Context: an optimization exercise on an open-source flow, tuned for small area. The choices shown serve that exercise and are no tape-out recipe.
Function was checked by simulation only, so behaviour that the tests miss may differ from the original.
In every run shown here, the design's own scripts or RTL, not TritonCTS, make the clock network.
The flow treats the clock pin as an ideal source. Dropping or thinning the clock tree relies on that and would not hold on a real chip.

**flow/config.mk**
```make
export PLATFORM = sky130hd
export DESIGN_NAME = MLP
export DESIGN_NICKNAME = MLP
export VERILOG_FILES = /design/flow/design.v
export SDC_FILE = /design/flow/constraint.sdc
export NUM_CORES = 4
export LEC_CHECK = 0
export CAP_MARGIN = 0
export CORE_MARGIN = 2
export CORE_UTILIZATION = 40
export GPL_TIMING_DRIVEN = 0
export SLEW_MARGIN = 0
export SYNTH_HIERARCHICAL = 1
export SYNTH_MINIMUM_KEEP_SIZE = 0
```
**flow/constraint.sdc**
```tcl
create_clock -name core_clock -period 7.0 [get_ports {clk}]
set_input_delay 1.4000 -clock core_clock [delete_from_list [all_inputs] [get_ports {clk}]]
set_output_delay 1.4000 -clock core_clock [all_outputs]
set_load 0.01 [all_outputs]
```
**flow/design.v**
```verilog
`timescale  1ns/10ps
module neuron2
(
    input   input1,
    input   input2,
    input   [7:0]  weight1,
    input   [7:0]  weight2,
    input   [7:0]  bias,
    output  [9:0] neuron_out
);
    wire p_1_0 = input1 & weight1[0];
    wire p_2_0 = input2 & weight2[0];
    wire bb0 = bias[0];
    wire p_1_1 = input1 & weight1[1];
    wire p_2_1 = input2 & weight2[1];
    wire bb1 = bias[1];
    wire p_1_2 = input1 & weight1[2];
    wire p_2_2 = input2 & weight2[2];
    wire bb2 = bias[2];
    wire p_1_3 = input1 & weight1[3];
    wire p_2_3 = input2 & weight2[3];
    wire bb3 = bias[3];
    wire p_1_4 = input1 & weight1[4];
    wire p_2_4 = input2 & weight2[4];
    wire bb4 = bias[4];
    wire p_1_5 = input1 & weight1[5];
    wire p_2_5 = input2 & weight2[5];
    wire bb5 = bias[5];
    wire p_1_6 = input1 & weight1[6];
    wire p_2_6 = input2 & weight2[6];
    wire bb6 = bias[6];
    wire p_1_7 = input1 & weight1[7];
    wire p_2_7 = input2 & weight2[7];
    wire bb7 = bias[7];
    wire h_s2, h_c1;
    mlp_fa uh_s2 (.a(bb0), .b(p_1_0), .c(p_2_0), .s(h_s2), .co(h_c1));
    wire h_s4, h_c3;
    mlp_fa uh_s4 (.a(bb1), .b(p_1_1), .c(p_2_1), .s(h_s4), .co(h_c3));
    wire h_s5, h_c6;
    mlp_ha uh_s5 (.a(h_c1), .b(h_s4), .s(h_s5), .co(h_c6));
    wire h_s8, h_c7;
    mlp_fa uh_s8 (.a(bb2), .b(p_1_2), .c(p_2_2), .s(h_s8), .co(h_c7));
    wire h_s10, h_c9;
    mlp_fa uh_s10 (.a(h_c3), .b(h_s8), .c(h_c6), .s(h_s10), .co(h_c9));
    wire h_s12, h_c11;
    mlp_fa uh_s12 (.a(bb3), .b(p_1_3), .c(p_2_3), .s(h_s12), .co(h_c11));
    wire h_s14, h_c13;
    mlp_fa uh_s14 (.a(h_c7), .b(h_s12), .c(h_c9), .s(h_s14), .co(h_c13));
    wire h_s16, h_c15;
    mlp_fa uh_s16 (.a(bb4), .b(p_1_4), .c(p_2_4), .s(h_s16), .co(h_c15));
    wire h_s18, h_c17;
    mlp_fa uh_s18 (.a(h_c11), .b(h_s16), .c(h_c13), .s(h_s18), .co(h_c17));
    wire h_s20, h_c19;
    mlp_fa uh_s20 (.a(bb5), .b(p_1_5), .c(p_2_5), .s(h_s20), .co(h_c19));
    wire h_s22, h_c21;
    mlp_fa uh_s22 (.a(h_c15), .b(h_s20), .c(h_c17), .s(h_s22), .co(h_c21));
    wire h_s24, h_c23;
    mlp_fa uh_s24 (.a(bb6), .b(p_1_6), .c(p_2_6), .s(h_s24), .co(h_c23));
    wire h_s26, h_c25;
    mlp_fa uh_s26 (.a(h_c19), .b(h_s24), .c(h_c21), .s(h_s26), .co(h_c25));
    wire h_s28, h_c27;
    mlp_fa uh_s28 (.a(bb7), .b(p_1_7), .c(p_2_7), .s(h_s28), .co(h_c27));
    wire h_s30, h_c29;
    mlp_fa uh_s30 (.a(h_c23), .b(h_s28), .c(h_c25), .s(h_s30), .co(h_c29));
    wire h_s31, h_c32;
    mlp_ha uh_s31 (.a(h_c27), .b(h_c29), .s(h_s31), .co(h_c32));
    assign neuron_out = {h_c32, h_s31, h_s30, h_s26, h_s22, h_s18, h_s14, h_s10, h_s5, h_s2};
endmodule
`timescale  1ns/10ps
module neuron3
(
    input   [9:0] in1,
    input   [9:0] in2,
    input   [9:0] in3,
    input   [7:0]  w1,
    input   [7:0]  w2,
    input   [7:0]  w3,
    input   [7:0]  bias,
    output  msb_out
);
    wire p1_0_0 = ~(in1[0] & w1[0]);
    wire p1_1_0 = ~(in1[1] & w1[0]);
    wire p1_2_0 = ~(in1[2] & w1[0]);
    wire p1_3_0 = ~(in1[3] & w1[0]);
    wire p1_4_0 = ~(in1[4] & w1[0]);
    wire p1_5_0 = ~(in1[5] & w1[0]);
    wire p1_6_0 = ~(in1[6] & w1[0]);
    wire p1_7_0 = ~(in1[7] & w1[0]);
    wire p1_8_0 = ~(in1[8] & w1[0]);
    wire p1_0_1 = ~(in1[0] & w1[1]);
    wire p1_1_1 = ~(in1[1] & w1[1]);
    wire p1_2_1 = ~(in1[2] & w1[1]);
    wire p1_3_1 = ~(in1[3] & w1[1]);
    wire p1_4_1 = ~(in1[4] & w1[1]);
    wire p1_5_1 = ~(in1[5] & w1[1]);
    wire p1_6_1 = ~(in1[6] & w1[1]);
    wire p1_7_1 = ~(in1[7] & w1[1]);
    wire p1_0_2 = ~(in1[0] & w1[2]);
    wire p1_1_2 = ~(in1[1] & w1[2]);
    wire p1_2_2 = ~(in1[2] & w1[2]);
    wire p1_3_2 = ~(in1[3] & w1[2]);
    wire p1_4_2 = ~(in1[4] & w1[2]);
    wire p1_5_2 = ~(in1[5] & w1[2]);
    wire p1_6_2 = ~(in1[6] & w1[2]);
    wire p1_7_2 = ~(in1[7] & w1[2]);
    wire p1_0_3 = ~(in1[0] & w1[3]);
    wire p1_1_3 = ~(in1[1] & w1[3]);
    wire p1_2_3 = ~(in1[2] & w1[3]);
    wire p1_3_3 = ~(in1[3] & w1[3]);
    wire p1_4_3 = ~(in1[4] & w1[3]);
    wire p1_5_3 = ~(in1[5] & w1[3]);
    wire p1_6_3 = ~(in1[6] & w1[3]);
    wire p1_7_3 = ~(in1[7] & w1[3]);
    wire p1_0_4 = ~(in1[0] & w1[4]);
    wire p1_1_4 = ~(in1[1] & w1[4]);
    wire p1_2_4 = ~(in1[2] & w1[4]);
    wire p1_3_4 = ~(in1[3] & w1[4]);
    wire p1_4_4 = ~(in1[4] & w1[4]);
    wire p1_5_4 = ~(in1[5] & w1[4]);
    wire p1_6_4 = ~(in1[6] & w1[4]);
    wire p1_0_5 = ~(in1[0] & w1[5]);
    wire p1_1_5 = ~(in1[1] & w1[5]);
    wire p1_2_5 = ~(in1[2] & w1[5]);
    wire p1_3_5 = ~(in1[3] & w1[5]);
    wire p1_4_5 = ~(in1[4] & w1[5]);
    wire p1_5_5 = ~(in1[5] & w1[5]);
    wire p1_0_6 = ~(in1[0] & w1[6]);
    wire p1_1_6 = ~(in1[1] & w1[6]);
    wire p1_2_6 = ~(in1[2] & w1[6]);
    wire p1_3_6 = ~(in1[3] & w1[6]);
    wire p1_4_6 = ~(in1[4] & w1[6]);
    wire p1_0_7 = ~(in1[0] & w1[7]);
    wire p1_1_7 = ~(in1[1] & w1[7]);
    wire p1_2_7 = ~(in1[2] & w1[7]);
    wire p1_3_7 = ~(in1[3] & w1[7]);
    wire q1_9 = ~((in1[9] & w1[0]) | (in1[8] & w1[1]));
    wire q1_10 = ~((in1[9] & w1[1]) | (in1[8] & w1[2]));
    wire p2_0_0 = ~(in2[0] & w2[0]);
    wire p2_1_0 = ~(in2[1] & w2[0]);
    wire p2_2_0 = ~(in2[2] & w2[0]);
    wire p2_3_0 = ~(in2[3] & w2[0]);
    wire p2_4_0 = ~(in2[4] & w2[0]);
    wire p2_5_0 = ~(in2[5] & w2[0]);
    wire p2_6_0 = ~(in2[6] & w2[0]);
    wire p2_7_0 = ~(in2[7] & w2[0]);
    wire p2_8_0 = ~(in2[8] & w2[0]);
    wire p2_0_1 = ~(in2[0] & w2[1]);
    wire p2_1_1 = ~(in2[1] & w2[1]);
    wire p2_2_1 = ~(in2[2] & w2[1]);
    wire p2_3_1 = ~(in2[3] & w2[1]);
    wire p2_4_1 = ~(in2[4] & w2[1]);
    wire p2_5_1 = ~(in2[5] & w2[1]);
    wire p2_6_1 = ~(in2[6] & w2[1]);
    wire p2_7_1 = ~(in2[7] & w2[1]);
    wire p2_0_2 = ~(in2[0] & w2[2]);
    wire p2_1_2 = ~(in2[1] & w2[2]);
    wire p2_2_2 = ~(in2[2] & w2[2]);
    wire p2_3_2 = ~(in2[3] & w2[2]);
    wire p2_4_2 = ~(in2[4] & w2[2]);
    wire p2_5_2 = ~(in2[5] & w2[2]);
    wire p2_6_2 = ~(in2[6] & w2[2]);
    wire p2_7_2 = ~(in2[7] & w2[2]);
    wire p2_0_3 = ~(in2[0] & w2[3]);
    wire p2_1_3 = ~(in2[1] & w2[3]);
    wire p2_2_3 = ~(in2[2] & w2[3]);
    wire p2_3_3 = ~(in2[3] & w2[3]);
    wire p2_4_3 = ~(in2[4] & w2[3]);
    wire p2_5_3 = ~(in2[5] & w2[3]);
    wire p2_6_3 = ~(in2[6] & w2[3]);
    wire p2_7_3 = ~(in2[7] & w2[3]);
    wire p2_0_4 = ~(in2[0] & w2[4]);
    wire p2_1_4 = ~(in2[1] & w2[4]);
    wire p2_2_4 = ~(in2[2] & w2[4]);
    wire p2_3_4 = ~(in2[3] & w2[4]);
    wire p2_4_4 = ~(in2[4] & w2[4]);
    wire p2_5_4 = ~(in2[5] & w2[4]);
    wire p2_6_4 = ~(in2[6] & w2[4]);
    wire p2_0_5 = ~(in2[0] & w2[5]);
    wire p2_1_5 = ~(in2[1] & w2[5]);
    wire p2_2_5 = ~(in2[2] & w2[5]);
    wire p2_3_5 = ~(in2[3] & w2[5]);
    wire p2_4_5 = ~(in2[4] & w2[5]);
    wire p2_5_5 = ~(in2[5] & w2[5]);
    wire p2_0_6 = ~(in2[0] & w2[6]);
    wire p2_1_6 = ~(in2[1] & w2[6]);
    wire p2_2_6 = ~(in2[2] & w2[6]);
    wire p2_3_6 = ~(in2[3] & w2[6]);
    wire p2_4_6 = ~(in2[4] & w2[6]);
    wire p2_0_7 = ~(in2[0] & w2[7]);
    wire p2_1_7 = ~(in2[1] & w2[7]);
    wire p2_2_7 = ~(in2[2] & w2[7]);
    wire p2_3_7 = ~(in2[3] & w2[7]);
    wire q2_9 = ~((in2[9] & w2[0]) | (in2[8] & w2[1]));
    wire q2_10 = ~((in2[9] & w2[1]) | (in2[8] & w2[2]));
    wire p3_0_0 = ~(in3[0] & w3[0]);
    wire p3_1_0 = ~(in3[1] & w3[0]);
    wire p3_2_0 = ~(in3[2] & w3[0]);
    wire p3_3_0 = ~(in3[3] & w3[0]);
    wire p3_4_0 = ~(in3[4] & w3[0]);
    wire p3_5_0 = ~(in3[5] & w3[0]);
    wire p3_6_0 = ~(in3[6] & w3[0]);
    wire p3_7_0 = ~(in3[7] & w3[0]);
    wire p3_8_0 = ~(in3[8] & w3[0]);
    wire p3_0_1 = ~(in3[0] & w3[1]);
    wire p3_1_1 = ~(in3[1] & w3[1]);
    wire p3_2_1 = ~(in3[2] & w3[1]);
    wire p3_3_1 = ~(in3[3] & w3[1]);
    wire p3_4_1 = ~(in3[4] & w3[1]);
    wire p3_5_1 = ~(in3[5] & w3[1]);
    wire p3_6_1 = ~(in3[6] & w3[1]);
    wire p3_7_1 = ~(in3[7] & w3[1]);
    wire p3_0_2 = ~(in3[0] & w3[2]);
    wire p3_1_2 = ~(in3[1] & w3[2]);
    wire p3_2_2 = ~(in3[2] & w3[2]);
    wire p3_3_2 = ~(in3[3] & w3[2]);
    wire p3_4_2 = ~(in3[4] & w3[2]);
    wire p3_5_2 = ~(in3[5] & w3[2]);
    wire p3_6_2 = ~(in3[6] & w3[2]);
    wire p3_7_2 = ~(in3[7] & w3[2]);
    wire p3_0_3 = ~(in3[0] & w3[3]);
    wire p3_1_3 = ~(in3[1] & w3[3]);
    wire p3_2_3 = ~(in3[2] & w3[3]);
    wire p3_3_3 = ~(in3[3] & w3[3]);
    wire p3_4_3 = ~(in3[4] & w3[3]);
    wire p3_5_3 = ~(in3[5] & w3[3]);
    wire p3_6_3 = ~(in3[6] & w3[3]);
    wire p3_7_3 = ~(in3[7] & w3[3]);
    wire p3_0_4 = ~(in3[0] & w3[4]);
    wire p3_1_4 = ~(in3[1] & w3[4]);
    wire p3_2_4 = ~(in3[2] & w3[4]);
    wire p3_3_4 = ~(in3[3] & w3[4]);
    wire p3_4_4 = ~(in3[4] & w3[4]);
    wire p3_5_4 = ~(in3[5] & w3[4]);
    wire p3_6_4 = ~(in3[6] & w3[4]);
    wire p3_0_5 = ~(in3[0] & w3[5]);
    wire p3_1_5 = ~(in3[1] & w3[5]);
    wire p3_2_5 = ~(in3[2] & w3[5]);
    wire p3_3_5 = ~(in3[3] & w3[5]);
    wire p3_4_5 = ~(in3[4] & w3[5]);
    wire p3_5_5 = ~(in3[5] & w3[5]);
    wire p3_0_6 = ~(in3[0] & w3[6]);
    wire p3_1_6 = ~(in3[1] & w3[6]);
    wire p3_2_6 = ~(in3[2] & w3[6]);
    wire p3_3_6 = ~(in3[3] & w3[6]);
    wire p3_4_6 = ~(in3[4] & w3[6]);
    wire p3_0_7 = ~(in3[0] & w3[7]);
    wire p3_1_7 = ~(in3[1] & w3[7]);
    wire p3_2_7 = ~(in3[2] & w3[7]);
    wire p3_3_7 = ~(in3[3] & w3[7]);
    wire q3_9 = ~((in3[9] & w3[0]) | (in3[8] & w3[1]));
    wire q3_10 = ~((in3[9] & w3[1]) | (in3[8] & w3[2]));
    wire bb0 = ~bias[0];
    wire bb1 = ~bias[1];
    wire bb2 = ~bias[2];
    wire bb3 = ~bias[3];
    wire bb4 = ~bias[4];
    wire bb5 = ~bias[5];
    wire bb6 = ~bias[6];
    wire bb7 = ~bias[7];
    wire m_s2, m_c1;
    mlp_fa um_s2 (.a(bb0), .b(p1_0_0), .c(p2_0_0), .s(m_s2), .co(m_c1));
    wire m_c3 = p3_0_0 | m_s2;
    wire m_s4 = ~(p3_0_0 ^ m_s2);
    wire m_s6, m_c5;
    mlp_fa um_s6 (.a(bb1), .b(p1_0_1), .c(p1_1_0), .s(m_s6), .co(m_c5));
    wire m_s8, m_c7;
    mlp_fa um_s8 (.a(p2_0_1), .b(p2_1_0), .c(p3_0_1), .s(m_s8), .co(m_c7));
    wire m_s10, m_c9;
    mlp_fa um_s10 (.a(p3_1_0), .b(m_c1), .c(m_s6), .s(m_s10), .co(m_c9));
    wire m_s12, m_c11;
    mlp_fa um_s12 (.a(m_s8), .b(m_c3), .c(m_s10), .s(m_s12), .co(m_c11));
    wire m_s14, m_c13;
    mlp_fa um_s14 (.a(bb2), .b(p1_0_2), .c(p1_1_1), .s(m_s14), .co(m_c13));
    wire m_s16, m_c15;
    mlp_fa um_s16 (.a(p1_2_0), .b(p2_0_2), .c(p2_1_1), .s(m_s16), .co(m_c15));
    wire m_s18, m_c17;
    mlp_fa um_s18 (.a(p2_2_0), .b(p3_0_2), .c(p3_1_1), .s(m_s18), .co(m_c17));
    wire m_s20, m_c19;
    mlp_fa um_s20 (.a(p3_2_0), .b(m_c5), .c(m_c7), .s(m_s20), .co(m_c19));
    wire m_s22, m_c21;
    mlp_fa um_s22 (.a(m_s14), .b(m_s16), .c(m_s18), .s(m_s22), .co(m_c21));
    wire m_s24, m_c23;
    mlp_fa um_s24 (.a(m_c9), .b(m_s20), .c(m_s22), .s(m_s24), .co(m_c23));
    wire m_c25 = m_c11 | m_s24;
    wire m_s26 = ~(m_c11 ^ m_s24);
    wire m_s28, m_c27;
    mlp_fa um_s28 (.a(bb3), .b(p1_0_3), .c(p1_1_2), .s(m_s28), .co(m_c27));
    wire m_s30, m_c29;
    mlp_fa um_s30 (.a(p1_2_1), .b(p1_3_0), .c(p2_0_3), .s(m_s30), .co(m_c29));
    wire m_s32, m_c31;
    mlp_fa um_s32 (.a(p2_1_2), .b(p2_2_1), .c(p2_3_0), .s(m_s32), .co(m_c31));
    wire m_s34, m_c33;
    mlp_fa um_s34 (.a(p3_0_3), .b(p3_1_2), .c(p3_2_1), .s(m_s34), .co(m_c33));
    wire m_s36, m_c35;
    mlp_fa um_s36 (.a(p3_3_0), .b(m_c13), .c(m_c15), .s(m_s36), .co(m_c35));
    wire m_s38, m_c37;
    mlp_fa um_s38 (.a(m_c17), .b(m_s28), .c(m_s30), .s(m_s38), .co(m_c37));
    wire m_s40, m_c39;
    mlp_fa um_s40 (.a(m_s32), .b(m_s34), .c(m_c19), .s(m_s40), .co(m_c39));
    wire m_s42, m_c41;
    mlp_fa um_s42 (.a(m_c21), .b(m_s36), .c(m_s38), .s(m_s42), .co(m_c41));
    wire m_s44, m_c43;
    mlp_fa um_s44 (.a(m_s40), .b(m_c23), .c(m_s42), .s(m_s44), .co(m_c43));
    wire m_c45 = m_c25 | m_s44;
    wire m_s46 = ~(m_c25 ^ m_s44);
    wire m_s48, m_c47;
    mlp_fa um_s48 (.a(bb4), .b(p1_0_4), .c(p1_1_3), .s(m_s48), .co(m_c47));
    wire m_s50, m_c49;
    mlp_fa um_s50 (.a(p1_2_2), .b(p1_3_1), .c(p1_4_0), .s(m_s50), .co(m_c49));
    wire m_s52, m_c51;
    mlp_fa um_s52 (.a(p2_0_4), .b(p2_1_3), .c(p2_2_2), .s(m_s52), .co(m_c51));
    wire m_s54, m_c53;
    mlp_fa um_s54 (.a(p2_3_1), .b(p2_4_0), .c(p3_0_4), .s(m_s54), .co(m_c53));
    wire m_s56, m_c55;
    mlp_fa um_s56 (.a(p3_1_3), .b(p3_2_2), .c(p3_3_1), .s(m_s56), .co(m_c55));
    wire m_s58, m_c57;
    mlp_fa um_s58 (.a(p3_4_0), .b(m_c27), .c(m_c29), .s(m_s58), .co(m_c57));
    wire m_s60, m_c59;
    mlp_fa um_s60 (.a(m_c31), .b(m_c33), .c(m_s48), .s(m_s60), .co(m_c59));
    wire m_s62, m_c61;
    mlp_fa um_s62 (.a(m_s50), .b(m_s52), .c(m_s54), .s(m_s62), .co(m_c61));
    wire m_s64, m_c63;
    mlp_fa um_s64 (.a(m_s56), .b(m_c35), .c(m_c37), .s(m_s64), .co(m_c63));
    wire m_s66, m_c65;
    mlp_fa um_s66 (.a(m_s58), .b(m_s60), .c(m_s62), .s(m_s66), .co(m_c65));
    wire m_s68, m_c67;
    mlp_fa um_s68 (.a(m_c39), .b(m_s64), .c(m_c41), .s(m_s68), .co(m_c67));
    wire m_s70, m_c69;
    mlp_fa um_s70 (.a(m_s66), .b(m_c43), .c(m_s68), .s(m_s70), .co(m_c69));
    wire m_c71 = m_c45 | m_s70;
    wire m_s72 = ~(m_c45 ^ m_s70);
    wire m_s74, m_c73;
    mlp_fa um_s74 (.a(bb5), .b(p1_0_5), .c(p1_1_4), .s(m_s74), .co(m_c73));
    wire m_s76, m_c75;
    mlp_fa um_s76 (.a(p1_2_3), .b(p1_3_2), .c(p1_4_1), .s(m_s76), .co(m_c75));
    wire m_s78, m_c77;
    mlp_fa um_s78 (.a(p1_5_0), .b(p2_0_5), .c(p2_1_4), .s(m_s78), .co(m_c77));
    wire m_s80, m_c79;
    mlp_fa um_s80 (.a(p2_2_3), .b(p2_3_2), .c(p2_4_1), .s(m_s80), .co(m_c79));
    wire m_s82, m_c81;
    mlp_fa um_s82 (.a(p2_5_0), .b(p3_0_5), .c(p3_1_4), .s(m_s82), .co(m_c81));
    wire m_s84, m_c83;
    mlp_fa um_s84 (.a(p3_2_3), .b(p3_3_2), .c(p3_4_1), .s(m_s84), .co(m_c83));
    wire m_s86, m_c85;
    mlp_fa um_s86 (.a(p3_5_0), .b(m_c47), .c(m_c49), .s(m_s86), .co(m_c85));
    wire m_s88, m_c87;
    mlp_fa um_s88 (.a(m_c51), .b(m_c53), .c(m_c55), .s(m_s88), .co(m_c87));
    wire m_s90, m_c89;
    mlp_fa um_s90 (.a(m_s74), .b(m_s76), .c(m_s78), .s(m_s90), .co(m_c89));
    wire m_s92, m_c91;
    mlp_fa um_s92 (.a(m_s80), .b(m_s82), .c(m_s84), .s(m_s92), .co(m_c91));
    wire m_s94, m_c93;
    mlp_fa um_s94 (.a(m_c57), .b(m_c59), .c(m_c61), .s(m_s94), .co(m_c93));
    wire m_s96, m_c95;
    mlp_fa um_s96 (.a(m_s86), .b(m_s88), .c(m_s90), .s(m_s96), .co(m_c95));
    wire m_s98, m_c97;
    mlp_fa um_s98 (.a(m_s92), .b(m_c63), .c(m_c65), .s(m_s98), .co(m_c97));
    wire m_s100, m_c99;
    mlp_fa um_s100 (.a(m_s94), .b(m_s96), .c(m_c67), .s(m_s100), .co(m_c99));
    wire m_s102, m_c101;
    mlp_fa um_s102 (.a(m_s98), .b(m_s100), .c(m_c69), .s(m_s102), .co(m_c101));
    wire m_c103 = m_c71 | m_s102;
    wire m_s104 = ~(m_c71 ^ m_s102);
    wire m_s106, m_c105;
    mlp_fa um_s106 (.a(bb6), .b(p1_0_6), .c(p1_1_5), .s(m_s106), .co(m_c105));
    wire m_s108, m_c107;
    mlp_fa um_s108 (.a(p1_2_4), .b(p1_3_3), .c(p1_4_2), .s(m_s108), .co(m_c107));
    wire m_s110, m_c109;
    mlp_fa um_s110 (.a(p1_5_1), .b(p1_6_0), .c(p2_0_6), .s(m_s110), .co(m_c109));
    wire m_s112, m_c111;
    mlp_fa um_s112 (.a(p2_1_5), .b(p2_2_4), .c(p2_3_3), .s(m_s112), .co(m_c111));
    wire m_s114, m_c113;
    mlp_fa um_s114 (.a(p2_4_2), .b(p2_5_1), .c(p2_6_0), .s(m_s114), .co(m_c113));
    wire m_s116, m_c115;
    mlp_fa um_s116 (.a(p3_0_6), .b(p3_1_5), .c(p3_2_4), .s(m_s116), .co(m_c115));
    wire m_s118, m_c117;
    mlp_fa um_s118 (.a(p3_3_3), .b(p3_4_2), .c(p3_5_1), .s(m_s118), .co(m_c117));
    wire m_s120, m_c119;
    mlp_fa um_s120 (.a(p3_6_0), .b(m_c73), .c(m_c75), .s(m_s120), .co(m_c119));
    wire m_s122, m_c121;
    mlp_fa um_s122 (.a(m_c77), .b(m_c79), .c(m_c81), .s(m_s122), .co(m_c121));
    wire m_s124, m_c123;
    mlp_fa um_s124 (.a(m_c83), .b(m_s106), .c(m_s108), .s(m_s124), .co(m_c123));
    wire m_s126, m_c125;
    mlp_fa um_s126 (.a(m_s110), .b(m_s112), .c(m_s114), .s(m_s126), .co(m_c125));
    wire m_s128, m_c127;
    mlp_fa um_s128 (.a(m_s116), .b(m_s118), .c(m_c85), .s(m_s128), .co(m_c127));
    wire m_s130, m_c129;
    mlp_fa um_s130 (.a(m_c87), .b(m_c89), .c(m_c91), .s(m_s130), .co(m_c129));
    wire m_s132, m_c131;
    mlp_fa um_s132 (.a(m_s120), .b(m_s122), .c(m_s124), .s(m_s132), .co(m_c131));
    wire m_s134, m_c133;
    mlp_fa um_s134 (.a(m_s126), .b(m_s128), .c(m_c93), .s(m_s134), .co(m_c133));
    wire m_s136, m_c135;
    mlp_fa um_s136 (.a(m_c95), .b(m_s130), .c(m_s132), .s(m_s136), .co(m_c135));
    wire m_s138, m_c137;
    mlp_fa um_s138 (.a(m_c97), .b(m_s134), .c(m_s136), .s(m_s138), .co(m_c137));
    wire m_s140, m_c139;
    mlp_fa um_s140 (.a(m_c99), .b(m_s138), .c(m_c101), .s(m_s140), .co(m_c139));
    wire m_c141 = m_c103 | m_s140;
    wire m_s142 = ~(m_c103 ^ m_s140);
    wire m_s144, m_c143;
    mlp_fa um_s144 (.a(bb7), .b(p1_0_7), .c(p1_1_6), .s(m_s144), .co(m_c143));
    wire m_s146, m_c145;
    mlp_fa um_s146 (.a(p1_2_5), .b(p1_3_4), .c(p1_4_3), .s(m_s146), .co(m_c145));
    wire m_s148, m_c147;
    mlp_fa um_s148 (.a(p1_5_2), .b(p1_6_1), .c(p1_7_0), .s(m_s148), .co(m_c147));
    wire m_s150, m_c149;
    mlp_fa um_s150 (.a(p2_0_7), .b(p2_1_6), .c(p2_2_5), .s(m_s150), .co(m_c149));
    wire m_s152, m_c151;
    mlp_fa um_s152 (.a(p2_3_4), .b(p2_4_3), .c(p2_5_2), .s(m_s152), .co(m_c151));
    wire m_s154, m_c153;
    mlp_fa um_s154 (.a(p2_6_1), .b(p2_7_0), .c(p3_0_7), .s(m_s154), .co(m_c153));
    wire m_s156, m_c155;
    mlp_fa um_s156 (.a(p3_1_6), .b(p3_2_5), .c(p3_3_4), .s(m_s156), .co(m_c155));
    wire m_s158, m_c157;
    mlp_fa um_s158 (.a(p3_4_3), .b(p3_5_2), .c(p3_6_1), .s(m_s158), .co(m_c157));
    wire m_s160, m_c159;
    mlp_fa um_s160 (.a(p3_7_0), .b(m_c105), .c(m_c107), .s(m_s160), .co(m_c159));
    wire m_s162, m_c161;
    mlp_fa um_s162 (.a(m_c109), .b(m_c111), .c(m_c113), .s(m_s162), .co(m_c161));
    wire m_s164, m_c163;
    mlp_fa um_s164 (.a(m_c115), .b(m_c117), .c(m_s144), .s(m_s164), .co(m_c163));
    wire m_s166, m_c165;
    mlp_fa um_s166 (.a(m_s146), .b(m_s148), .c(m_s150), .s(m_s166), .co(m_c165));
    wire m_s168, m_c167;
    mlp_fa um_s168 (.a(m_s152), .b(m_s154), .c(m_s156), .s(m_s168), .co(m_c167));
    wire m_s170, m_c169;
    mlp_fa um_s170 (.a(m_s158), .b(m_c119), .c(m_c121), .s(m_s170), .co(m_c169));
    wire m_s172, m_c171;
    mlp_fa um_s172 (.a(m_c123), .b(m_c125), .c(m_s160), .s(m_s172), .co(m_c171));
    wire m_s174, m_c173;
    mlp_fa um_s174 (.a(m_s162), .b(m_s164), .c(m_s166), .s(m_s174), .co(m_c173));
    wire m_s176, m_c175;
    mlp_fa um_s176 (.a(m_s168), .b(m_c127), .c(m_c129), .s(m_s176), .co(m_c175));
    wire m_s178, m_c177;
    mlp_fa um_s178 (.a(m_s170), .b(m_c131), .c(m_s172), .s(m_s178), .co(m_c177));
    wire m_s180, m_c179;
    mlp_fa um_s180 (.a(m_s174), .b(m_c133), .c(m_s176), .s(m_s180), .co(m_c179));
    wire m_s182, m_c181;
    mlp_fa um_s182 (.a(m_c135), .b(m_s178), .c(m_s180), .s(m_s182), .co(m_c181));
    wire m_s184, m_c183;
    mlp_fa um_s184 (.a(m_c137), .b(m_s182), .c(m_c139), .s(m_s184), .co(m_c183));
    wire m_c185 = m_c141 | m_s184;
    wire m_s186 = ~(m_c141 ^ m_s184);
    wire m_s188, m_c187;
    mlp_fa um_s188 (.a(p1_1_7), .b(p1_2_6), .c(p1_3_5), .s(m_s188), .co(m_c187));
    wire m_s190, m_c189;
    mlp_fa um_s190 (.a(p1_4_4), .b(p1_5_3), .c(p1_6_2), .s(m_s190), .co(m_c189));
    wire m_s192, m_c191;
    mlp_fa um_s192 (.a(p1_7_1), .b(p1_8_0), .c(p2_1_7), .s(m_s192), .co(m_c191));
    wire m_s194, m_c193;
    mlp_fa um_s194 (.a(p2_2_6), .b(p2_3_5), .c(p2_4_4), .s(m_s194), .co(m_c193));
    wire m_s196, m_c195;
    mlp_fa um_s196 (.a(p2_5_3), .b(p2_6_2), .c(p2_7_1), .s(m_s196), .co(m_c195));
    wire m_s198, m_c197;
    mlp_fa um_s198 (.a(p2_8_0), .b(p3_1_7), .c(p3_2_6), .s(m_s198), .co(m_c197));
    wire m_s200, m_c199;
    mlp_fa um_s200 (.a(p3_3_5), .b(p3_4_4), .c(p3_5_3), .s(m_s200), .co(m_c199));
    wire m_s202, m_c201;
    mlp_fa um_s202 (.a(p3_6_2), .b(p3_7_1), .c(p3_8_0), .s(m_s202), .co(m_c201));
    wire m_s204, m_c203;
    mlp_fa um_s204 (.a(m_c143), .b(m_c145), .c(m_c147), .s(m_s204), .co(m_c203));
    wire m_s206, m_c205;
    mlp_fa um_s206 (.a(m_c149), .b(m_c151), .c(m_c153), .s(m_s206), .co(m_c205));
    wire m_s208, m_c207;
    mlp_fa um_s208 (.a(m_c155), .b(m_c157), .c(m_s188), .s(m_s208), .co(m_c207));
    wire m_s210, m_c209;
    mlp_fa um_s210 (.a(m_s190), .b(m_s192), .c(m_s194), .s(m_s210), .co(m_c209));
    wire m_s212, m_c211;
    mlp_fa um_s212 (.a(m_s196), .b(m_s198), .c(m_s200), .s(m_s212), .co(m_c211));
    wire m_s214, m_c213;
    mlp_fa um_s214 (.a(m_s202), .b(m_c159), .c(m_c161), .s(m_s214), .co(m_c213));
    wire m_s216, m_c215;
    mlp_fa um_s216 (.a(m_c163), .b(m_c165), .c(m_c167), .s(m_s216), .co(m_c215));
    wire m_s218, m_c217;
    mlp_fa um_s218 (.a(m_s204), .b(m_s206), .c(m_s208), .s(m_s218), .co(m_c217));
    wire m_s220, m_c219;
    mlp_fa um_s220 (.a(m_s210), .b(m_s212), .c(m_c169), .s(m_s220), .co(m_c219));
    wire m_s222, m_c221;
    mlp_fa um_s222 (.a(m_c171), .b(m_s214), .c(m_c173), .s(m_s222), .co(m_c221));
    wire m_s224, m_c223;
    mlp_fa um_s224 (.a(m_s216), .b(m_s218), .c(m_s220), .s(m_s224), .co(m_c223));
    wire m_s226, m_c225;
    mlp_fa um_s226 (.a(m_c175), .b(m_c177), .c(m_s222), .s(m_s226), .co(m_c225));
    wire m_s228, m_c227;
    mlp_fa um_s228 (.a(m_s224), .b(m_c179), .c(m_s226), .s(m_s228), .co(m_c227));
    wire m_s230, m_c229;
    mlp_fa um_s230 (.a(m_c181), .b(m_s228), .c(m_c183), .s(m_s230), .co(m_c229));
    wire m_c231 = m_c185 | m_s230;
    wire m_s232 = ~(m_c185 ^ m_s230);
    wire m_s234, m_c233;
    mlp_fa um_s234 (.a(p1_2_7), .b(p1_3_6), .c(p1_4_5), .s(m_s234), .co(m_c233));
    wire m_s236, m_c235;
    mlp_fa um_s236 (.a(p1_5_4), .b(p1_6_3), .c(p1_7_2), .s(m_s236), .co(m_c235));
    wire m_s238, m_c237;
    mlp_fa um_s238 (.a(p2_2_7), .b(p2_3_6), .c(p2_4_5), .s(m_s238), .co(m_c237));
    wire m_s240, m_c239;
    mlp_fa um_s240 (.a(p2_5_4), .b(p2_6_3), .c(p2_7_2), .s(m_s240), .co(m_c239));
    wire m_s242, m_c241;
    mlp_fa um_s242 (.a(p3_2_7), .b(p3_3_6), .c(p3_4_5), .s(m_s242), .co(m_c241));
    wire m_s244, m_c243;
    mlp_fa um_s244 (.a(p3_5_4), .b(p3_6_3), .c(p3_7_2), .s(m_s244), .co(m_c243));
    wire m_s246, m_c245;
    mlp_fa um_s246 (.a(q1_9), .b(q2_9), .c(q3_9), .s(m_s246), .co(m_c245));
    wire m_s248, m_c247;
    mlp_fa um_s248 (.a(m_c187), .b(m_c189), .c(m_c191), .s(m_s248), .co(m_c247));
    wire m_s250, m_c249;
    mlp_fa um_s250 (.a(m_c193), .b(m_c195), .c(m_c197), .s(m_s250), .co(m_c249));
    wire m_s252, m_c251;
    mlp_fa um_s252 (.a(m_c199), .b(m_c201), .c(m_s234), .s(m_s252), .co(m_c251));
    wire m_s254, m_c253;
    mlp_fa um_s254 (.a(m_s236), .b(m_s238), .c(m_s240), .s(m_s254), .co(m_c253));
    wire m_s256, m_c255;
    mlp_fa um_s256 (.a(m_s242), .b(m_s244), .c(m_s246), .s(m_s256), .co(m_c255));
    wire m_s258, m_c257;
    mlp_fa um_s258 (.a(m_c203), .b(m_c205), .c(m_c207), .s(m_s258), .co(m_c257));
    wire m_s260, m_c259;
    mlp_fa um_s260 (.a(m_c209), .b(m_c211), .c(m_s248), .s(m_s260), .co(m_c259));
    wire m_s262, m_c261;
    mlp_fa um_s262 (.a(m_s250), .b(m_s252), .c(m_s254), .s(m_s262), .co(m_c261));
    wire m_s264, m_c263;
    mlp_fa um_s264 (.a(m_s256), .b(m_c213), .c(m_c215), .s(m_s264), .co(m_c263));
    wire m_s266, m_c265;
    mlp_fa um_s266 (.a(m_c217), .b(m_s258), .c(m_s260), .s(m_s266), .co(m_c265));
    wire m_s268, m_c267;
    mlp_fa um_s268 (.a(m_s262), .b(m_c219), .c(m_c221), .s(m_s268), .co(m_c267));
    wire m_s270, m_c269;
    mlp_fa um_s270 (.a(m_s264), .b(m_s266), .c(m_c223), .s(m_s270), .co(m_c269));
    wire m_s272, m_c271;
    mlp_fa um_s272 (.a(m_c225), .b(m_s268), .c(m_s270), .s(m_s272), .co(m_c271));
    wire m_s274, m_c273;
    mlp_fa um_s274 (.a(m_c227), .b(m_s272), .c(m_c229), .s(m_s274), .co(m_c273));
    wire m_c275 = m_c231 | m_s274;
    wire m_s276 = ~(m_c231 ^ m_s274);
    wire m_x277;
    mlp_xor um_x277 (.a(p1_3_7), .b(p1_4_6), .y(m_x277));
    wire m_x278;
    mlp_xor um_x278 (.a(p1_5_5), .b(p1_6_4), .y(m_x278));
    wire m_x279;
    mlp_xor um_x279 (.a(p1_7_3), .b(p2_3_7), .y(m_x279));
    wire m_x280;
    mlp_xor um_x280 (.a(p2_4_6), .b(p2_5_5), .y(m_x280));
    wire m_x281;
    mlp_xor um_x281 (.a(p2_6_4), .b(p2_7_3), .y(m_x281));
    wire m_x282;
    mlp_xor um_x282 (.a(p3_3_7), .b(p3_4_6), .y(m_x282));
    wire m_x283;
    mlp_xor um_x283 (.a(p3_5_5), .b(p3_6_4), .y(m_x283));
    wire m_x284;
    mlp_xor um_x284 (.a(p3_7_3), .b(q1_10), .y(m_x284));
    wire m_x285;
    mlp_xor um_x285 (.a(q2_10), .b(q3_10), .y(m_x285));
    wire m_x286;
    mlp_xor um_x286 (.a(m_x277), .b(m_x278), .y(m_x286));
    wire m_x287;
    mlp_xor um_x287 (.a(m_x279), .b(m_x280), .y(m_x287));
    wire m_x288;
    mlp_xor um_x288 (.a(m_x281), .b(m_x282), .y(m_x288));
    wire m_x289;
    mlp_xor um_x289 (.a(m_x283), .b(m_x284), .y(m_x289));
    wire m_x290;
    mlp_xor um_x290 (.a(m_x285), .b(m_c233), .y(m_x290));
    wire m_x291;
    mlp_xor um_x291 (.a(m_c235), .b(m_c237), .y(m_x291));
    wire m_x292;
    mlp_xor um_x292 (.a(m_c239), .b(m_c241), .y(m_x292));
    wire m_x293;
    mlp_xor um_x293 (.a(m_c243), .b(m_x286), .y(m_x293));
    wire m_x294;
    mlp_xor um_x294 (.a(m_x287), .b(m_x288), .y(m_x294));
    wire m_x295;
    mlp_xor um_x295 (.a(m_c245), .b(m_x289), .y(m_x295));
    wire m_x296;
    mlp_xor um_x296 (.a(m_x290), .b(m_x291), .y(m_x296));
    wire m_x297;
    mlp_xor um_x297 (.a(m_x292), .b(m_x293), .y(m_x297));
    wire m_x298;
    mlp_xor um_x298 (.a(m_x294), .b(m_x295), .y(m_x298));
    wire m_x299;
    mlp_xor um_x299 (.a(m_c247), .b(m_c249), .y(m_x299));
    wire m_x300;
    mlp_xor um_x300 (.a(m_x296), .b(m_x297), .y(m_x300));
    wire m_x301;
    mlp_xor um_x301 (.a(m_c251), .b(m_c253), .y(m_x301));
    wire m_x302;
    mlp_xor um_x302 (.a(m_x298), .b(m_c255), .y(m_x302));
    wire m_x303;
    mlp_xor um_x303 (.a(m_x299), .b(m_x300), .y(m_x303));
    wire m_x304;
    mlp_xor um_x304 (.a(m_x301), .b(m_x302), .y(m_x304));
    wire m_x305;
    mlp_xor um_x305 (.a(m_c257), .b(m_x303), .y(m_x305));
    wire m_x306;
    mlp_xor um_x306 (.a(m_c259), .b(m_c261), .y(m_x306));
    wire m_x307;
    mlp_xor um_x307 (.a(m_x304), .b(m_x305), .y(m_x307));
    wire m_x308;
    mlp_xor um_x308 (.a(m_x306), .b(m_c263), .y(m_x308));
    wire m_x309;
    mlp_xor um_x309 (.a(m_x307), .b(m_c265), .y(m_x309));
    wire m_x310;
    mlp_xor um_x310 (.a(m_x308), .b(m_x309), .y(m_x310));
    wire m_x311;
    mlp_xor um_x311 (.a(m_c267), .b(m_x310), .y(m_x311));
    wire m_x312;
    mlp_xor um_x312 (.a(m_c269), .b(m_x311), .y(m_x312));
    wire m_x313;
    mlp_xor um_x313 (.a(m_x312), .b(m_c271), .y(m_x313));
    wire m_x314;
    mlp_xor um_x314 (.a(m_x313), .b(m_c273), .y(m_x314));
    wire m_x315;
    mlp_xor um_x315 (.a(m_x314), .b(m_c275), .y(m_x315));
    assign msb_out = m_x315;
endmodule
module mlp_fa (input a, input b, input c, output s, output co);
    assign s  = a ^ b ^ c;
    assign co = (a & b) | (a & c) | (b & c);
endmodule
module mlp_ha (input a, input b, output s, output co);
    assign s  = a ^ b;
    assign co = a & b;
endmodule
module mlp_xor (input a, input b, output y);
    assign y = a ^ b;
endmodule
module mlp_xnor (input a, input b, output y);
    assign y = ~(a ^ b);
endmodule
`timescale 1ns/10ps
module  MLP (
    input clk,               
    input reset,             
    input in1,               
    input in2,               
    input signed [7:0] hidden_weight1,
    input signed [7:0] hidden_weight2,
    input signed [7:0] hidden_bias1,
    input signed [7:0] hidden_weight3,
    input signed [7:0] hidden_weight4,
    input signed [7:0] hidden_bias2  ,
    input signed [7:0] hidden_weight5,
    input signed [7:0] hidden_weight6,
    input signed [7:0] hidden_bias3  ,
    input signed [7:0] output_weight1,
    input signed [7:0] output_weight2,
    input signed [7:0] output_weight3,
    input signed [7:0] output_bias   ,
    output reg final_out     
);
    wire [9:0] h1, h2, h3;
    neuron2 hidden_neuron1(
        .input1(in1), .input2(in2),
        .weight1(hidden_weight1), .weight2(hidden_weight2), .bias(hidden_bias1),
        .neuron_out(h1)
    );
    neuron2 hidden_neuron2(
        .input1(in1), .input2(in2),
        .weight1(hidden_weight3), .weight2(hidden_weight4), .bias(hidden_bias2),
        .neuron_out(h2)
    );
    neuron2 hidden_neuron3(
        .input1(in1), .input2(in2),
        .weight1(hidden_weight5), .weight2(hidden_weight6), .bias(hidden_bias3),
        .neuron_out(h3)
    );
    reg [9:0] hid1_q1, hid1_q2, hid1_q3;    
    reg [9:0] hid2_q1, hid2_q2, hid2_q3;    
    always @(posedge clk) begin
        hid1_q1 <= h1;
        hid1_q2 <= h2;
        hid1_q3 <= h3;
        hid2_q1 <= hid1_q1;
        hid2_q2 <= hid1_q2;
        hid2_q3 <= hid1_q3;
    end
    wire msb;
    neuron3 output_neuron(
        .in1(hid2_q1), .in2(hid2_q2), .in3(hid2_q3),
        .w1(output_weight1), .w2(output_weight2), .w3(output_weight3),
        .bias(output_bias),
        .msb_out(msb)
    );
    reg msb1_q, msb2_q;
    always @(posedge clk) begin
        msb1_q <= msb;
        msb2_q <= msb1_q;
        if (reset)
            final_out <= 1'b0;
        else
            final_out <= msb2_q;
    end
endmodule
```
**flow/flow/run.sh**
```bash
#!/bin/bash
# Own layout flow: the standard flow (standard.sh) with smaller port
# buffers, synthesis buffers removed at floorplan, and a small fixed clock
# tree (flow/manual_cts.tcl: four clock buffers, one per group of flip-flops,
# in place of TritonCTS's nine).
set -euo pipefail
bash standard.sh \
  'BUFFER_PORTS_ARGS=-buffer_cell sky130_fd_sc_hd__buf_1' \
  REMOVE_ABC_BUFFERS=1 \
  "PRE_CTS_TCL=$PWD/flow/manual_cts.tcl" \
  finish > standard_flow.log 2>&1
```
**flow/flow/manual_cts.tcl**
```tcl

proc manual_clock_tree { cell k } {
  set block [ord::get_db_block]
  set clknet [$block findNet clk]
  set master [[ord::get_db] findMaster $cell]
  set sinks {}
  foreach it [$clknet getITerms] {
    set loc [[$it getInst] getLocation]
    lappend sinks [list $it [lindex $loc 0] [lindex $loc 1]]
  }
  set sorted [lsort -integer -index 1 $sinks]
  set n [llength $sorted]
  set cent {}
  for {set i 0} {$i < $k} {incr i} {
    set s [lindex $sorted [expr {($i * $n) / $k + $n / (2 * $k)}]]
    lappend cent [list [lindex $s 1] [lindex $s 2]]
  }
  for {set iter 0} {$iter < 50} {incr iter} {
    set sumx [lrepeat $k 0]; set sumy [lrepeat $k 0]; set cnt [lrepeat $k 0]
    set assign {}
    foreach s $sinks {
      set best 0; set bd -1
      for {set i 0} {$i < $k} {incr i} {
        set c [lindex $cent $i]
        set d [expr {abs([lindex $s 1] - [lindex $c 0]) + abs([lindex $s 2] - [lindex $c 1])}]
        if {$bd < 0 || $d < $bd} { set bd $d; set best $i }
      }
      lappend assign $best
      lset sumx $best [expr {[lindex $sumx $best] + [lindex $s 1]}]
      lset sumy $best [expr {[lindex $sumy $best] + [lindex $s 2]}]
      lset cnt $best [expr {[lindex $cnt $best] + 1}]
    }
    set newcent {}
    for {set i 0} {$i < $k} {incr i} {
      if {[lindex $cnt $i] > 0} {
        lappend newcent [list [expr {[lindex $sumx $i] / [lindex $cnt $i]}] [expr {[lindex $sumy $i] / [lindex $cnt $i]}]]
      } else {
        lappend newcent [lindex $cent $i]
      }
    }
    set cent $newcent
  }
  for {set i 0} {$i < $k} {incr i} {
    set inst [odb::dbInst_create $block $master clkbuf_m$i]
    set net [odb::dbNet_create $block clknet_m$i]
    $net setSigType CLOCK
    [$inst findITerm A] connect $clknet
    [$inst findITerm X] connect $net
    set c [lindex $cent $i]
    $inst setLocation [lindex $c 0] [lindex $c 1]
    $inst setPlacementStatus PLACED
    set nets($i) $net
  }
  foreach s $sinks a $assign {
    set it [lindex $s 0]
    $it disconnect
    $it connect $nets($a)
  }
  puts "manual clock tree: $k x $cell, group sizes $cnt"
}

rename clock_tree_synthesis orig_clock_tree_synthesis
proc clock_tree_synthesis { args } {
  manual_clock_tree sky130_fd_sc_hd__clkbuf_8 4
  # the ORFS CTS step legalises the placement and repairs timing next
}
```
**flow/standard.sh**
```bash
#!/bin/bash
# synth_recipe.tcl (not shown) runs the flow's synth.tcl, then flattens the netlist and writes it again
# the make line also repeats each setting of config.mk as NAME=value (left out here)
make -C /OpenROAD-flow-scripts/flow DESIGN_CONFIG=/design/flow/config.mk WORK_HOME=/design/flow/orfs CLKGATE_MAP_FILE= SYNTH_SCRIPT=/design/flow/synth_recipe.tcl "${@:-finish}"
```
==> summary.md, run 1 <==
| Metric | Value |
|---|---|
| Tmin final | 6.76 ns |
| Global placement routability congestion | 0.914 |
| DR vias/cell | 4.71 |
| I/O pin total | 109 |
| First-pass GRT wire length | 23000 um |
| Setup bufs post-CTS | 0 |
| Crit start category | input pin |
| Hold Path Depth | 0 |
| Critical Path Sink Type | register |
| R2R cell count | 14 |
| Worst setup margin | 0.241 ns |
| Worst skew pair latency | 0.17 ns |
| Detailed placement HPWL | 12200 um |
| CP Class | input pin to register |
| Layout cell share with drive strength beyond 1 | 0.803% |
| DRC errors left | 0 |
| Die H | 131 um |
| Worst hold path class | register to register |
| RSZ-0062 raised after global routing | false |
| GRT Residual Overflow | 0 |
| Seq cells post-synth | 63 |
| Diodes inserted | 0 |
| Status | timing/DRC/antenna clean |
| Routed Antenna Nets | 0 |
| Initial antenna violation count | 0 |
| DIE AREA | 0.0172 sq mm |
| Post-synthesis adder-cell area fraction | 54.0% |
| Initial detailed-routing violation count | 241 |
| Mux share of post-synthesis cell area | 0% |
| Placement Setup Slack | 0.0868 ns |
| WL/cell | 16.3 um |
| Synthesized cell area | 0.00648 sq mm |
| Slew margin rel. | 38.0% |
| NumNets Final | 910 |
| Ys Warns | 7 |
| Yosys cell types | 16 |
| GRT Util Overall | 16.7% |
| Combinational family with the most area after synthesis | adder cells |
| Register area share after synthesis | 19.5% |
| Post-Synth XOR/XNOR Area | 5.27% |
| WP data required | 7.02 ns |
| Fmax | 148 MHz |
| PortBufs | 108 |
| Worst Hold Path EP | msb2_q |
| Clk slew on worst S/H paths | 0.07 ns |
| R2R Setup Slk | 1.37 ns |
| Mapped Cells | 565 |
| Reg-to-reg critical path endpoint | msb1_q |
| Placement row count | 46 |
| Compound-cell area share of the yosys netlist | 0.695% |
| WL final | 13700 um |
| Setup TNS | 0 ns |
| Vias in the first global route | 4631 |
| Layout Utilization | 43.2% |
| Fin crit share | 96.6% |
| Largest net degree at the start of global routing | 25 |
| PostCTS Resize Cnt | 0 |
| Hold_sp | msb1_q |
| Crit path max fanout | 10 |
| Worst Path Arrival | 6.78 ns |
| Core area | 0.0159 sq mm |
| Worst slew pin tran | 0.930 ns |
| Starting Density | 40.8% |
| Clk_skew | 0.0278 ns |
| Count of final hold-check violations | 0 |
| Final Setup Violations | 0 |
| Final Max Tran Viols | 0 |
| # placed instances | 835 |
| Area Overhead vs Synth | 5.95% |
| Filler cells | 1542 |
| Fin cells | 839 |
| Total of max-cap violations | 0 |
| Simple-gate portion of the synthesized area | 14.8% |
| CTS Hold Bufs | 0 |
| Most frequent cells in the layout | fa_1, nand2_1, buf_1, dfxtp_1, and2_1 |
| Initial DRT Pass Iterations | 5 |
| Syn Area/Cell | 11.5 sq um |
| Via count | 3953 |
| Most common cell after layout, fill and taps aside | fa_1 |
| Die width | 131 um |
| Critical R2R Launch | hid2_q2[2] |
-- synth_stat cells --
library cell | instances | area (sq um)
nor2b_4 | 1 | 13.8
fa_1 | 171 | 3420
xor2_1 | 39 | 342
a22oi_1 | 6 | 45.0
inv_1 | 8 | 30.0
ha_1 | 6 | 75.1
buf_2 | 24 | 120
nor2_1 | 1 | 3.75
buf_4 | 30 | 225
nand3b_1 | 1 | 7.51
nor4_1 | 1 | 6.26
nor3_1 | 1 | 5.00
nand3_1 | 1 | 5.00
dfxtp_1 | 63 | 1260
and2_1 | 48 | 300
nand2_1 | 164 | 616
-- stage by stage --
step	hold WS (ns)	area (sq um)
6_report	0.332	6860
5_1_grt	0.336	6860
4_1_cts	0.312	6860
3_5_place_dp	0.312	6810
3_3_place_gp	0.313	6810
2_1_floorplan	0.310	6130
-- flip-flops by register name, indices dropped and copies added, names as in the netlist --
register	flops
msb2_q	1
msb1_q	1
hid1_q2	10
hid1_q1	10
hid2_q1	10
hid1_q3	10
hid2_q3	10
final_out	1
hid2_q2	10
-- final cells by class --
class	count	area, sq um	area share (%)
sequential	63	1260	18.4
inverter	8	30.0	0.437
timing repair buffer	108	405	5.91
buffer	4	55.1	0.802
tap	216	270	3.94
multi-input combinational	440	4840	70.5
-- per-layer routing --
layer	vias up	wire, um	track usage (%)
li1	1774	-	-
met1	2024	5250	20.3
met2	132	7340	31.8
met3	23	683	1.66
met4	0	410	3.99
met5	-	0	0
-- cells by family after synthesis --
logic type / count (synthesis)
XOR/XNOR: 39
flip-flops: 63
AO/OA/AOI/OAI: 6
adder cells (fa/ha/maj): 177
buffers and inverters: 62
AND/OR/NAND/NOR: 218
-- worst max-delay path by stage --
stage	startpoint	end	slack (ns)
CTS	output_weight1[0]	msb1_q	0.08
floorplan	output_weight1[3]	msb1_q	0.91
detailed placement	output_weight1[0]	msb1_q	0.09
finish	output_weight1[0]	msb1_q	0.24
global route	output_weight1[1]	msb1_q	0.03
global placement	output_weight1[1]	msb1_q	0.18
-- critical path, cell delays in order --
cell,delay (ns)
buf_1,0.47
nand2_1,0.18
fa_1,0.53
fa_1,0.43
fa_1,0.45
fa_1,0.42
fa_1,0.48
fa_1,0.42
fa_1,0.39
fa_1,0.39
fa_1,0.38
fa_1,0.43
nor2_1,0.14
nand3_1,0.10
xor2_1,0.17
-- Yosys stat by module, one instance, submodules excluded --
module / cell area, sq um / flops+latches / copies in the design / cells inside
neuron2: 175 / 0 / 3 / 26
neuron3: 838 / 0 / 1 / 207
MLP: 1270 / 63 / 1 / 64
mlp_ha: 12.5 / 0 / 6 / 1
mlp_fa: 20.0 / 0 / 171 / 1
mlp_xor: 8.76 / 0 / 39 / 1
==> inputs of run 2 (changes only) <==
--- a/flow/flow/manual_cts.tcl
+++ b/flow/flow/manual_cts.tcl
@@ -66 +66,21 @@
 }
+
+# Logic cells that synthesis sized up (drive 2 or more) go back to drive 1
+# where the library has one; the CTS step's timing repair that follows
+# sizes up again whatever needs it.
+proc downsize_logic { } {
+  set db [ord::get_db]
+  set n 0
+  foreach inst [[ord::get_db_block] getInsts] {
+    set m [[$inst getMaster] getName]
+    if {![regexp {^(sky130_fd_sc_hd__\w+)_([0-9]+)$} $m -> base drive]} { continue }
+    if {$drive <= 1} { continue }
+    if {[regexp {buf|inv|dfx|dfr|conb|tap|fill|decap|dly} $base]} { continue }
+    set small [$db findMaster ${base}_1]
+    if {$small eq "NULL" || $small eq ""} { continue }
+    $inst swapMaster $small
+    incr n
+  }
+  puts "downsize_logic: $n cells set to drive 1"
+}
+downsize_logic
==> summary.md, run 2 <==
| Metric | Value |
|---|---|
| Status | timing/DRC/antenna clean (unchanged) |
| Initial detailed-routing violation count | 241 (unchanged) |
| Area Overhead vs Synth | 5.83% (was 5.95%) |
| Initial DRT Pass Iterations | 4 (was 5) |
| I/O pin total | 109 (unchanged) |
| GRT Util Overall | 16.7% (unchanged) |
| Fin crit share | 96.6% (about the same) |
| Synth top area share | 52.8% (unchanged) |
| Placement row count | 46 (unchanged) |
| Detailed placement HPWL | 12200 um (unchanged) |
| WL final | 13700 um (about the same) |
| WL/cell | 16.3 um (about the same) |
| GR Layer Usage met3 | 1.66% (unchanged) |
| Filler cells | 1542 (unchanged) |
| Clk_skew | 0.0280 ns (was 0.0278 ns) |
| Met1 usage | 20.3% (unchanged) |
| Final Setup Violations | 0 (unchanged) |
| Synth top area cells | fa_1, dfxtp_1, nand2_1 (unchanged) |
| Largest net degree at the start of global routing | 25 (unchanged) |
| Vias in the first global route | 4631 (unchanged) |
| Placement Setup Slack | 0.0868 ns (unchanged) |
| Crit start category | input pin (unchanged) |
| Setup TNS | 0 ns (unchanged) |
| Fmax | 148 MHz (about the same) |
| Layout cell share with drive strength beyond 1 | 0.642% (was 0.803%) |
| GR Util met2 | 31.8% (unchanged) |
| PortBufs | 108 (unchanged) |
| CTS Hold Bufs | 0 (unchanged) |
| Number of synthesized flops with an enable pin | 0 (unchanged) |
| WP data required | 7.02 ns (about the same) |
| PostCTS Resize Cnt | 0 (unchanged) |
| Total of max-cap violations | 0 (unchanged) |
| Worst setup margin | 0.241 ns (about the same) |
| Post-synth ARST share | 0% (unchanged) |
| Critical Path Sink Type | register (unchanged) |
| Seq cells post-synth | 63 (unchanged) |
| Synthesized cell area | 0.00648 sq mm (unchanged) |
| Most common cell after layout, fill and taps aside | fa_1 (unchanged) |
| Global placement routability congestion | 0.914 (unchanged) |
| Most area-hungry cell type in the Yosys netlist | fa_1 (unchanged) |
| Die H | 131 um (unchanged) |
| Routed Antenna Nets | 0 (unchanged) |
| Diodes inserted | 0 (unchanged) |
| Die width | 131 um (unchanged) |
| Worst hold path class | register to register (unchanged) |
| Crit path max fanout | 10 (unchanged) |
| GRT Residual Overflow | 0 (unchanged) |
| DR vias/cell | 4.70 (was 4.71) |
| Synth Flop Type | dfxtp_1 (unchanged) |
| Most frequent cell after synthesis | fa_1 (unchanged) |
| Tmin final | 6.76 ns (about the same) |
| Worst slew pin tran | 0.930 ns (unchanged) |
| Register area share after synthesis | 19.5% (unchanged) |
| Slew margin rel. | 38.0% (unchanged) |
| DIE AREA | 0.0172 sq mm (unchanged) |
| R2R Setup Slk | 1.38 ns (was 1.37 ns) |
| Via count | 3946 (was 3953) |
| Final Max Tran Viols | 0 (unchanged) |
| RSZ-0062 raised after global routing | false (unchanged) |
| Count of final hold-check violations | 0 (unchanged) |
| NumNets Final | 910 (unchanged) |
| Core area | 0.0159 sq mm (unchanged) |
| Worst skew pair latency | 0.17 ns (about the same) |
| Most frequent cells in the layout | fa_1, nand2_1, buf_1, dfxtp_1, and2_1 (unchanged) |
| Yosys cell types | 16 (unchanged) |
| Starting Density | 40.8% (unchanged) |
| DRC errors left | 0 (unchanged) |
| Initial antenna violation count | 0 (unchanged) |
| Ys Warns | 7 (unchanged) |
| Setup bufs post-CTS | 0 (unchanged) |
| CP Class | input pin to register (unchanged) |
| Clk slew on worst S/H paths | 0.07 ns (about the same) |
| Synth top cells by count | fa_1, nand2_1, dfxtp_1, and2_1, xor2_1 (unchanged) |
| Busiest grt layer | met2 (unchanged) |
| Syn Area/Cell | 11.5 sq um (unchanged) |
| Mapped Cells | 565 (unchanged) |
| Worst Path Arrival | 6.78 ns (about the same) |
| First-pass GRT wire length | 23000 um (unchanged) |
==> run 2: changes by cell type in the layout (fill, tap and decap cells not counted) <==
cell,before,now
nor2b_1,0,1
nor2b_4,1,0
==> run 2: cell type report <==
type,count,area (sq um),area share (%)
sequential,63,1260,18.4
buffer,4,55.1,0.803
timing repair buffer,108,405,5.91
multi-input combinational,440,4830,70.5
tap,216,270,3.94
inverter,8,30.0,0.438
==> run 2: worst paths after layout <==
check | startpoint | endpoint | cells past startpoint
max | output_weight1[0] | msb1_q | 15
min | msb1_q | msb2_q | 0
max reg2reg | hid2_q2[2] | msb1_q | 14
min reg2reg | msb1_q | msb2_q | 0
==> run 2: critical path, cell delays in order <==
cell,delay (ns)
buf_1,0.47
nand2_1,0.18
fa_1,0.53
fa_1,0.43
fa_1,0.45
fa_1,0.42
fa_1,0.48
fa_1,0.42
fa_1,0.39
fa_1,0.39
fa_1,0.38
fa_1,0.43
nor2_1,0.14
nand3_1,0.10
xor2_1,0.17
==> run 2: cell families after synthesis <==
group / share of synthesized area, %
compound gates: 0.695
xor+xnor: 5.27
fa+ha+maj: 54.0
buf+inv: 5.79
flops: 19.5
simple gates: 14.8
==> run 2: per-module statistics from Yosys, one instance, submodules excluded <==
module / flip-flops and latches / copies in the design / cells / cell area [sq um]
MLP: 63 / 1 / 64 / 1270
neuron3: 0 / 1 / 207 / 838
neuron2: 0 / 3 / 26 / 175
mlp_fa: 0 / 171 / 1 / 20.0
mlp_ha: 0 / 6 / 1 / 12.5
mlp_xor: 0 / 39 / 1 / 8.76
==> run 2: metrics by stage <==
step / hold slack [ns] / std cells / instance area, sq um / utilization [%]
floorplan: 0.310 / 511 / 6130 / -
finish: 0.332 / 839 / 6860 / 43.2
global route: 0.336 / 839 / 6860 / 43.2
global placement: 0.313 / 835 / 6810 / 42.9
CTS: 0.312 / 839 / 6860 / 43.2
detailed placement: 0.312 / 835 / 6810 / 42.9
==> run 2: routing by layer <==
| metal | share of wire [%] | wire length (um) |
|---|---|---|
| met2 | 54 | 7330 |
| met4 | 3.0 | 410 |
| met1 | 38 | 5260 |
| met5 | 0 | 0 |
| met3 | 5.0 | 679 |

static timing again, ports no longer ideal:
How much do the figures lean on ideal ports? The routed layouts below were timed once more, with nothing changed but the port constraints.
Step 1 assumes that a clkbuf_16 drives the clock port and a buf_2 every other input.
Step 2 adds t to the input delays and takes it off the output delays; t is the mean of the earliest and latest rising clock arrival at the registers after step 1. Input paths then give back, and output paths get back, about the clock's delay inside the block.
Slacks: no drivers / after step 1 / after step 2; pairs: no drivers / after step 1.
| run | shift t [ns] | setup WS [ns] | worst setup path at the end | worst data-port slew with drivers (ns) |
|---|---|---|---|---|
| run 1 | 0.221 | 0.241 / 0.274 / 0.052 | input to register | 0.05 |
| run 2 | 0.221 | 0.241 / 0.273 / 0.052 | input to register | 0.05 |
After both steps every run listed still meets setup and hold.
